Context: an optimization exercise on an open-source flow, tuned for small area and a short achievable clock period. The choices shown serve that exercise and are no tape-out recipe. Function was not checked in any run shown here: the RTL went through the layout flow alone. Power and IR drop assume default switching activity.

## flow/design.v (module list and top-level ports; edited modules follow where they fit)
// module chip_top: 4841 lines
module chip_top
  ( input          clk_i
  , input          reset_i
  , input          v_i
  , input  [31:0]  a_i
  , input  [31:0]  b_i
  , output         v_o
  , output [63:0]  c_o
  );
  // ...
==> flow/flow/run.sh <==
#!/bin/bash
# Layout flow: the standard ORFS flow, with a cleaner synthesis netlist.
#  2. the same synthesis again with one change: Yosys's pre-mapping 'abc -fast'
#     (in synth's fine step) is skipped (-noabc), so extract_fa maps the
#     RTL's full adders without the inverters abc's restructuring leaves
#     between them.  Everything else (ORFS synth.tcl, synth_recipe.tcl,
#     -nofsm -noshare, flatten, renames, final abc mapping) is unchanged.
#  3. flow/polfix.py removes inverters left between self-dual cells.
#  4. the netlist is used only if its registers (names and cell types) are
#     exactly the standard synthesis's; otherwise the standard one is used.
#  5. bash standard.sh finish for the rest of the layout.
# Each tool's output goes to a log file of its own in this folder.
set -u
R=orfs/results/${FLOW_PLATFORM}/chip_top/base
bash standard.sh synth > 1_synth_standard.log 2>&1 || exit 1
cp $R/1_2_yosys.v $R/1_2_yosys_standard.v

# step 2: same make command as standard.sh, own WORK_HOME and synthesis script
sed '1s/yosys synth -nofsm -noshare /yosys synth -nofsm -noshare -noabc /' synth_recipe.tcl > synth_recipe_noabc.tcl
MK=$(grep -m1 '^make ' standard.sh | sed -e "s#SYNTH_SCRIPT=[^ ]*#SYNTH_SCRIPT=$PWD/synth_recipe_noabc.tcl#" -e "s#WORK_HOME=[^ ]*#WORK_HOME=$PWD/orfs_noabc#" -e 's#"${@:-finish}"#synth#')
echo "$MK" > 1_synth_noabc.cmd
ok=0
if bash -c "$MK" > 1_synth_noabc.log 2>&1; then
  N=orfs_noabc/results/${FLOW_PLATFORM}/chip_top/base/1_2_yosys.v
  if python3 flow/polfix.py $N $R/1_2_yosys_fixed.v > polfix.log 2>&1; then
    python3 - $R/1_2_yosys_standard.v $R/1_2_yosys_fixed.v > regcheck.log 2>&1 <<'PY' && ok=1
import re, sys
def regs(f):
    t = open(f).read()
    return sorted(re.findall(r'\n  (sky130_fd_sc_hd__(?:dfxtp|dfrtp|dfstp|dfbbp|dfrbp|dfxbp|edfxtp|sdf\w*|dl\w*)_\d+)\s+(\S+)', t))
a, b = regs(sys.argv[1]), regs(sys.argv[2])
print('registers: standard %d, new %d' % (len(a), len(b)))
sys.exit(0 if a == b and a else 1)
PY
  fi
fi
if [ $ok = 1 ]; then
  echo "using the -noabc netlist" >> regcheck.log
  cp $R/1_2_yosys_fixed.v $R/1_2_yosys.v
  rm -f $R/1_synth.odb $R/1_synth.sdc
else
  echo "using the standard netlist" >> regcheck.log
fi
bash standard.sh finish > 2_finish.log 2>&1
==> flow/flow/polfix.py <==
#!/usr/bin/env python3
"""Inverter clean-up on a sky130hd gate netlist (yosys write_verilog output).

Full adders, majority and xor3 gates and buffers are self-dual
(f(~x) = ~f(x)), so a cell's polarity can be flipped for free: invert all its
inputs and outputs.  Simple gates can be swapped for their complement
(and2 <-> nand2, ...).  A local search picks polarities that minimise
inverter area (plus the area change of swapped gates); then every inverter
is rebuilt: one per source net that some load needs inverted.
usage: polfix.py in.v out.v
"""
import re, sys, random

LIB = '/OpenROAD-flow-scripts/flow/platforms/sky130hd/lib/sky130_fd_sc_hd__tt_025C_1v80.lib'
INV_AREA = 3.7536

def lib_info():
    txt = open(LIB).read()
    area = {}; outs = {}
    for m in re.finditer(r'\n    cell \("?(sky130_fd_sc_hd__\w+)"?\) \{', txt):
        name = m.group(1)
        end = txt.find('\n    cell (', m.end())
        body = txt[m.end(): end if end > 0 else len(txt)]
        a = re.search(r'area : ([\d.]+)', body)
        area[name] = float(a.group(1)) if a else 0.0
        o = set()
        for pm in re.finditer(r'\n        pin \("?(\w+)"?\) \{(.*?)\n        \}', body, re.S):
            if re.search(r'direction : "?output', pm.group(2)):
                o.add(pm.group(1))
        outs[name] = o
    return area, outs

AREA, OUTS = lib_info()
P = 'sky130_fd_sc_hd__'
SELFDUAL = re.compile(P + r'(fa|maj3|buf|clkbuf)_\d+$')
XORC = re.compile(P + r'(xor2|xnor2|xor3|xnor3)_\d+$')
INV = re.compile(P + r'(inv|clkinv)_\d+$')
COMP = [('and2', 'nand2'), ('or2', 'nor2'), ('and3', 'nand3'), ('or3', 'nor3'), ('and4', 'nand4'),
        ('or4', 'nor4'), ('xor2', 'xnor2'), ('a21o', 'a21oi'), ('o21a', 'o21ai'), ('a22o', 'a22oi'),
        ('o22a', 'o22ai'), ('a211o', 'a211oi'), ('o211a', 'o211ai'), ('a31o', 'a31oi'), ('o31a', 'o31ai'),
        ('a32o', 'a32oi'), ('o32a', 'o32ai'), ('a221o', 'a221oi'), ('o221a', 'o221ai'), ('a2111o', 'a2111oi'),
        ('o2111a', 'o2111ai'), ('xor3', 'xnor3'), ('a311o', 'a311oi'), ('o311a', 'o311ai'), ('a41o', 'a41oi'), ('o41a', 'o41ai'),
        ('a21bo', 'a21boi'), ('o21ba', 'o21bai'), ('mux2', 'mux2i'), ('nor2b', 'or2b'), ('and2b', 'nand2b')]
def comp_of(typ):
    m = re.match(P + r'(\w+?)_(\d+)$', typ)
    if not m:
        return None
    base = m.group(1)
    for x, y in COMP:
        for u, v in ((x, y), (y, x)):
            if base == u:
                for d in (m.group(2), '1', '2', '0', '4'):
                    cand = P + v + '_' + d
                    if cand in AREA:
                        return cand
    return None

src_txt = open(sys.argv[1]).read()
mod_m = re.search(r'module chip_top\((.*?)\);', src_txt, re.S)
ports = set()
for m in re.finditer(r'\n  (input|output)\s+(\[(\d+):(\d+)\]\s+)?(\S+);', src_txt):
    if m.group(2):
        hi, lo = int(m.group(3)), int(m.group(4))
        for i in range(min(hi, lo), max(hi, lo) + 1):
            ports.add('%s[%d]' % (m.group(5), i))
    ports.add(m.group(5))

inst_re = re.compile(r'\n  (sky130_fd_sc_hd__\w+)\s+(\\\S+ |\S+)\s*\((.*?)\n  \);', re.S)
insts = []
for m in inst_re.finditer(src_txt):
    pins = [(p, n.strip()) for p, n in re.findall(r'\.(\w+)\(([^()]*)\)', m.group(3))]
    insts.append([m.group(1), m.group(2), pins])
first = inst_re.search(src_txt).start()
last = max(m.end() for m in inst_re.finditer(src_txt))
head, tail = src_txt[:first], src_txt[last:]
assert 'assign' not in src_txt[first:last]

def key(n):
    return n.replace(' ', '')
driver = {}
for idx, (typ, name, pins) in enumerate(insts):
    for p, n in pins:
        if p in OUTS[typ] and n:
            driver[key(n)] = (idx, p)

# inverters that may be removed: not touching ports
removable = set()
for idx, (typ, name, pins) in enumerate(insts):
    if INV.match(typ):
        d = dict(pins)
        if key(d['Y']) not in ports and key(d['A']) not in ports:
            removable.add(idx)

def resolve(n):
    par = 0
    seen = 0
    while True:
        d = driver.get(key(n))
        if d is None or d[0] not in removable:
            return n, par
        n = dict(insts[d[0]][2])['A']
        par ^= 1
        seen += 1
        assert seen < 100

kind = {}
for idx, (typ, name, pins) in enumerate(insts):
    if idx in removable:
        continue
    if any(key(n) in ports for p, n in pins if p in OUTS[typ]):
        continue   # drives a port: frozen
    if XORC.match(typ):
        kind[idx] = 'xor'
    elif SELFDUAL.match(typ):
        kind[idx] = 'sd'
    elif comp_of(typ):
        kind[idx] = 'comp'

# loads per source net
loads = {}       # src key -> list of [idx, pin_index, parity]
srcname = {}
cell_in = {}     # idx -> list of (srckey, load index)
for idx, (typ, name, pins) in enumerate(insts):
    if idx in removable:
        continue
    for pi, (p, n) in enumerate(pins):
        if p in OUTS[typ] or not n or "'" in n:
            continue
        s, par = resolve(n)
        k = key(s)
        srcname[k] = s
        loads.setdefault(k, []).append([idx, pi, par])
        cell_in.setdefault(idx, []).append((k, len(loads[k]) - 1))
cell_out = {}
for k in loads:
    d = driver.get(k)
    if d is not None:
        cell_out.setdefault(d[0], []).append(k)

x = {idx: 0 for idx in kind}
def xd(k):
    d = driver.get(k)
    return x.get(d[0], 0) if d else 0
def mism(k, ld):
    idx, pi, par = ld
    if kind.get(idx) == 'xor':
        return 0
    r = x.get(idx, 0) if kind.get(idx) == 'sd' else 0
    return par ^ r ^ xd(k)
mm = {k: sum(mism(k, ld) for ld in lds) for k, lds in loads.items()}
def comp_delta(idx):
    typ = insts[idx][0]
    if kind.get(idx) == 'xor':
        return 0.0
    return AREA[comp_of(typ)] - AREA[typ]

def flip_delta(idx):
    changes = {}
    for k in cell_out.get(idx, []):
        changes[k] = sum(1 for ld in loads[k] if kind.get(ld[0]) != 'xor') - mm[k]
    if kind[idx] == 'sd':
        for k, li in cell_in.get(idx, []):
            cur = changes.get(k, mm[k])
            # this load's status flips
            was = mism(k, loads[k][li])
            if k in cell_out.get(idx, []):
                was ^= 1
            changes[k] = cur + (-1 if was else 1)
    d = 0.0
    for k, new in changes.items():
        d += INV_AREA * ((new > 0) - (mm[k] > 0))
    if kind[idx] == 'comp':
        d += comp_delta(idx) * (1 if x[idx] == 0 else -1)
    return d, changes

def cost():
    c = sum(INV_AREA for k in mm if mm[k] > 0)
    c += sum(comp_delta(i) for i in x if x[i] and kind[i] == 'comp')
    return c

random.seed(1)
c0 = cost()
def topo_init():
    # topological initialisation: each self-dual cell follows the polarity its inputs arrive in
    indeg = {}
    succ = {}
    for idx in range(len(insts)):
        if idx in removable:
            continue
        for k, li in cell_in.get(idx, []):
            d = driver.get(k)
            if d is not None and d[0] not in removable:
                succ.setdefault(d[0], []).append(idx)
                indeg[idx] = indeg.get(idx, 0) + 1
    ready = [i for i in range(len(insts)) if i not in removable and indeg.get(i, 0) == 0]
    topo = []
    while ready:
        i = ready.pop()
        topo.append(i)
        for j in succ.get(i, []):
            indeg[j] -= 1
            if indeg[j] == 0:
                ready.append(j)
    for idx in topo:
        if kind.get(idx) == 'sd':
            votes = 0
            for k, li in cell_in.get(idx, []):
                par = loads[k][li][2]
                votes += 1 if (par ^ xd(k)) else -1
            if votes > 0:
                x[idx] = 1

def local_search():
    global mm
    order = list(kind)
    for it in range(50):
        random.shuffle(order)
        improved = 0
        for idx in order:
            d, ch = flip_delta(idx)
            if d < -1e-9 or (d < 1e-9 and random.random() < 0.3 and it < 30):
                x[idx] ^= 1
                for k, v in ch.items():
                    mm[k] = v
                if d < -1e-9:
                    improved += 1
        if not improved and it >= 30:
            break

def search(init_all):
    global mm
    for i in x:
        x[i] = 0
    if init_all:
        for i in x:
            x[i] = 1
    else:
        topo_init()
    mm = {k: sum(mism(k, ld) for ld in lds) for k, lds in loads.items()}
    local_search()
    return cost(), dict(x)

best = None
for init_all in (0, 1):
    random.seed(1)
    c, xs = search(init_all)
    sys.stderr.write('polfix: init %d -> cost %.0f\n' % (init_all, c))
    if best is None or c < best[0]:
        best = (c, xs)
x.update(best[1])
mm = {k: sum(mism(k, ld) for ld in lds) for k, lds in loads.items()}
c1 = cost()
ninv0 = len(removable)

# rebuild
out_insts = []
newwires = []
invnet = {}
cnt = 0
for k, lds in loads.items():
    if mm[k] > 0:
        cnt += 1
        nn = 'polinv_net_%d' % cnt
        invnet[k] = nn
        newwires.append(nn)
        out_insts.append((P + 'inv_1', 'polinv_%d' % cnt, [('A', srcname[k]), ('Y', nn)]))
newpins = {}
for k, lds in loads.items():
    for ld in lds:
        idx, pi, par = ld
        n = invnet[k] if mism(k, ld) else srcname[k]
        newpins[(idx, pi)] = n
ncomp = 0
for idx, (typ, name, pins) in enumerate(insts):
    if idx in removable:
        continue
    pl = []
    for pi, (p, n) in enumerate(pins):
        pl.append((p, newpins.get((idx, pi), n)))
    if kind.get(idx) == 'xor':
        flip = x[idx]
        for k, li in cell_in.get(idx, []):
            flip ^= loads[k][li][2] ^ xd(k)
        pl = []
        for pi, (p, n) in enumerate(pins):
            if (idx, pi) in newpins:
                ks = key(resolve(n)[0])
                n = srcname[ks]
            pl.append((p, n))
        if flip:
            nt = comp_of(typ)
            o_old = list(OUTS[typ])[0]; o_new = list(OUTS[nt])[0]
            pl = [((o_new if p == o_old else p), n) for p, n in pl]
            typ = nt
            ncomp += 1
        out_insts.append((typ, name, pl))
        continue
    if kind.get(idx) == 'comp' and x[idx]:
        nt = comp_of(typ)
        o_old = list(OUTS[typ])[0]; o_new = list(OUTS[nt])[0]
        pl = [((o_new if p == o_old else p), n) for p, n in pl]
        typ = nt
        ncomp += 1
    out_insts.append((typ, name, pl))

def esc(n):
    return n + ' ' if n.startswith('\\') else n
body = []
for typ, name, pl in out_insts:
    body.append('  %s %s (\n%s\n  );' % (typ, name, ',\n'.join('    .%s(%s)' % (p, esc(n)) for p, n in pl)))
head2 = head + ''.join('  wire %s;\n' % w for w in newwires)
open(sys.argv[2], 'w').write(head2 + '\n'.join(body) + tail)
sys.stderr.write('polfix: inverters %d -> %d, complemented gates %d, cost %.0f -> %.0f um2\n' % (ninv0, cnt, ncomp, c0, c1))
==> flow/standard.sh <==
#!/bin/bash
# synth_recipe.tcl (not shown) runs the flow's synth.tcl, then flattens the netlist and writes it again
# the make line also repeats each setting of config.mk as NAME=value (left out here)
make -C /OpenROAD-flow-scripts/flow DESIGN_CONFIG=/design/flow/config.mk WORK_HOME=/design/flow/orfs CLKGATE_MAP_FILE= SYNTH_SCRIPT=/design/flow/synth_recipe.tcl "${@:-finish}"
==> flow/config.mk <==
export PLATFORM = sky130hd
export DESIGN_NAME = chip_top
export DESIGN_NICKNAME = chip_top
export VERILOG_FILES = /design/flow/design.v
export SDC_FILE = /design/flow/constraint.sdc
export NUM_CORES = 4
export LEC_CHECK = 0
export CAP_MARGIN = 20
export CORE_MARGIN = 2
export CORE_UTILIZATION = 40
export SETUP_SLACK_MARGIN = 4.8
export SLEW_MARGIN = 20
==> flow/constraint.sdc <==
create_clock -name core_clock -period 7.5 [get_ports {clk_i}]
set_input_delay 1.5000 -clock core_clock [delete_from_list [all_inputs] [get_ports {clk_i}]]
set_output_delay 1.5000 -clock core_clock [all_outputs]
set_load 0.01 [all_outputs]
==> summary.txt, run 1 <==
- CP max stage cell: dfxtp_1
- Critical path type: flop to primary output
- Power share of the clock group: 0.169
- DR top layer: met5
- Seq_cells: 578
- Layout Area Growth over Synthesis: 13.8%
- Layout cells sized above 1: 0.140
- Setup ws final: 4780 ps
- Status: no timing/DRC/antenna violations
- Filler cells: 8026
- Hold_sp: r1_1200
- Std-Cell Rows: 109
- WP data required: 6000 ps
- Worst Setup EP: c_o[46]
- Tap Count: 1165
- Hold-fix buffer count after cts: 0
- Nets: 3719
- Final min period: 2720 ps
- DR vias: 24862
- Worst-path fanout max: 1
- Port-buffer cells: 131
- Sequential share of cell area: 0.292
- Non-clock buffers: 189
- Routed wl met3: 15.2 mm
- Psw: 9.00 mW
- RSZ-0062 raised after global routing: yes
- Number of global-route vias before repair: 25772
- Met1 usage: 0.357
- Bufs and invs on worst path: 1
- Mapped Area: 0.0357 sq mm
- Most frequent cells in the layout: xnor2_1, a22oi_1, fa_1
==> inputs of run 2 (changes only) <==
--- a/flow/config.mk
+++ b/flow/config.mk
@@ -5,6 +5,7 @@
 export SDC_FILE = /design/flow/constraint.sdc
 export NUM_CORES = 4
 export LEC_CHECK = 0
+export ABC_AREA = 1
 export CAP_MARGIN = 20
 export CORE_MARGIN = 2
 export CORE_UTILIZATION = 40
==> run 2 against run 1 <==
Effect of this change: combinational power up 12%; total power rose by 3.7%; clock power fell by 5%; core utilization down 0.47 points; fmax increased by 1.9%; flip-flop and latch count unchanged; sequential share of layout area decreased by 1.4 points; cell area rose by 2.8%; critical path type is now flop to flop; critical endpoint is now r1_1250.
==> summary.txt, run 2 <==
- Status: no timing/DRC/antenna violations (unchanged)
- Internal power: 11.7 mW (was 12.1 mW)
- Final Setup Violations: 0 (unchanged)
- Power Dens Cells: 523 mW/mm^2 (was 519 mW/mm^2)
- GPL Wtd Cong: 0.952 (was 0.877)
- Routed WL: 126 mm (was 117 mm)
- DIE WIDTH: 309 microns (was 303 microns)
- Max Cap Viol: 0 (unchanged)
- Sw frac: 0.465 (was 0.427)
- Clk latency of the worst-skew pair: 620 ps (was 640 ps)
- Die Y: 309 microns (was 303 microns)
- Mapped Area: 0.0371 sq mm (was 0.0357 sq mm)
- Initial antenna violation count: 10 (was 9)
- Initial Util: 0.404 (about the same)
- Avg Cell Area, Syn: 9.63 sq um (was 11.4 sq um)
- Final period utilization: 0.356 (was 0.363)
- TritonCTS clock tree: done (unchanged)
- Max Slew Vio Count: 0 (unchanged)
- WL/cell: 24.4 microns (was 27.3 microns)
- Hold_sp: r1_1497 (was r1_1200)
- TritonCTS buffer count: 71 (was 67)
- Final ANT Viol Nets: 0 (unchanged)
- DRT iter0 DRCs: 2702 (was 2759)
- Hold-fix buffer count after cts: 0 (unchanged)
- Hold Path Class: flop to flop (unchanged)
- Commonest non-fill, non-tap cell in the layout: nand2_1 (was xnor2_1)
- Layout Area Growth over Synthesis: 12.5% (was 13.8%)
- CTS sink count: 578 (unchanged)
- Power share of the clock group: 0.155 (was 0.169)
- Clock slew at reported path FFs: 60 ps (about the same)
- DR vias: 28012 (was 24862)
- Fmax: 0.375 GHz (was 0.368 GHz)
- Mapped Nets: 4488 (was 3775)
- Most frequent cells in the layout: nand2_1, dfxtp_1, o22ai_1 (was xnor2_1, a22oi_1, fa_1)
- CORE AREA: 0.0918 sq mm (was 0.0884 sq mm)
- Worst slew pin tran: 949 ps (was 1010 ps)
- # H-tree levels: 3 (unchanged)
- Global-route wire length before repair: 185 mm (was 173 mm)
- Worst setup startpoint: a_r[4] (was c_r[46])
- Largest net degree at the start of global routing: 56 (was 67)
- Fin util: 0.455 (was 0.459)
- Gr ovfl total: 0 (unchanged)
- Top Registers: c_r x64, fx_r x64, fy_r x61 (unchanged)
- Overall Global Routing Usage: 0.265 (was 0.255)
- Avg Vias per Cell: 5.44 (was 5.78)
- Critical path type: flop to flop (was flop to primary output)
- Nets: 4498 (was 3719)
- RSZ-0062 raised after global routing: no (was yes)
- Std-Cell Rows: 111 (was 109)
- Worst-path fanout max: 19 (was 1)
- WP data required: 7970 ps (was 6000 ps)
- Setup TNS: 0 ps (unchanged)
- Crit end category: flop (was primary output)
- Number of remaining DRC errors: 0 (unchanged)
- Fin. Hold Viols: 0 (unchanged)
- Slew headroom: 0.366 (was 0.325)
- Leakage: 18.6 nW (was 15.3 nW)
- Die area: 0.0952 sq mm (was 0.0916 sq mm)
- Arr. time, crit path: 3140 ps (was 1220 ps)
- Combinational Power Share: 0.607 (was 0.563)
- Max Root-Sink Buffers: 3 (unchanged)
- Synthesized instance count: 3851 (was 3138)
- VDD IR max: 0.642 mV (was 0.234 mV)
- Psw: 10.2 mW (was 9.00 mW)
- Startpoint types: flop (unchanged)
- Number of global-route vias before repair: 29250 (was 25772)
- DP Wirelength: 83.0 mm (was 72.1 mm)
- CTS Root Cell: clkbuf_16 (unchanged)
- Final min period: 2670 ps (was 2720 ps)
- Layout cells sized above 1: 0.0757 (was 0.140)
- Fin cells: 5154 (was 4299)
- DR pass1 iterations: 6 (was 7)
- Port-buffer cells: 131 (unchanged)
- Placed insts: 5029 (was 4141)
- Setup Skew: 27.9 ps (was 44.0 ps)
- Flop pwr share: 0.238 (was 0.268)
- Reg2reg start: a_r[4] (was fy_r[11])
- Synth Warn #: 1 (unchanged)
- I/O pins: 132 (unchanged)
## run 2: cell count changes in the layout (fill, tap and decap cells not counted), moves of 81 or more
cell,before,now
dfxtp_1,472,561
nor2_1,46,127
o22ai_1,1,496
xor2_1,66,487
nand2_1,113,625
a22oi_1,497,0
inv_1,60,391
xnor2_1,536,76
## run 2: stage by stage
step	hold slack [ps]	setup WS [ps]	total power [mW]	cell area (sq um)
after floorplan	310	5200	12.4	37100
after global placement	311	4570	18.1	39400
after detailed placement	312	4530	18.3	39400
after CTS	326	4700	21.6	41700
after global routing	330	4800	23.5	41700
final	326	4830	21.8	41700
## run 2: metal layers
metal,global-route usage,vias to the layer above,routed length (microns)
met4,0.145,12,6880
met1,0.334,13600,49000
met5,0.00152,-,90
li1,-,12276,-
met3,0.0692,445,13500
met2,0.415,1679,56200
## run 2: worst paths after layout
kind | endpoint | cells past startpoint | slack [ps]
min | fy_r[61] | 0 | 330
min reg2reg | fy_r[61] | 0 | 330
max | r1_1250 | 6 | 4830
max reg2reg | r1_1250 | 6 | 4830
## run 2: cell type report
| cell class | count | area [sq um] |
|---|---|---|
| multi-input cells | 2587 | 22900 |
| repair buffers | 196 | 1750 |
| flip-flops and latches | 578 | 11600 |
| inverters | 427 | 1660 |
| diodes | 2 | 5.00 |
| well taps | 1243 | 1560 |
| clock buffers | 98 | 2060 |
| clock inverters | 23 | 235 |
| fillers | 8716 | 50100 |
## run 2: power by group through the flow
stage / registers (mW) / logic, mW / clock network (mW)
floorplan: 5.17 / 7.25 / 0
global placement: 5.26 / 12.8 / 0
detailed placement: 5.28 / 13.0 / 0
CTS: 5.22 / 13.0 / 3.47
global route: 5.32 / 14.6 / 3.59
finish: 5.21 / 13.3 / 3.39
## run 2: worst max-delay path, stage by stage, from the launching register on
cell	delay (ps)
dfxtp_1	380
clkinvlp_4	360
buf_4	380
o22ai_1	230
xor2_1	230
fa_1	460
fa_1	460
## run 2: what timing repair did
item,CTS,global route
endpoints found under the hold margin,0,0
gates resized for setup,150,46
setup buffers,2,0
endpoints found under the setup margin,118,74

port drivers added, routing unchanged:
No port has a modelled driver above. Below, the same layouts with a new extraction and two added sets of constraints. Step 1 sets driving cells, clkbuf_16 on the clock port and buf_2 on the other inputs (assumed; they add their load-dependent delay and slew). Step 2 moves the port delays by t, midway between the first and last clock arrival at a register: inputs arrive t later, outputs are due t later. That takes back most of the time a late clock gives input paths. a / b / c = no drivers / after step 1 / after step 2; a / b = the first two.
run | t, ns | slack for setup (ns) | slew at the worst register clock pin (ns)
run 1 | 0.685 | 4.780 / 4.714 / 4.785 | 0.07 / 0.07
run 2 | 0.675 | 4.830 / 4.778 / 4.779 | 0.06 / 0.06
After both steps every run listed still meets setup and hold. For run 2, which loses most, drivers alone change the setup slack by -0.052 ns; drivers and shift together by -0.051 ns.
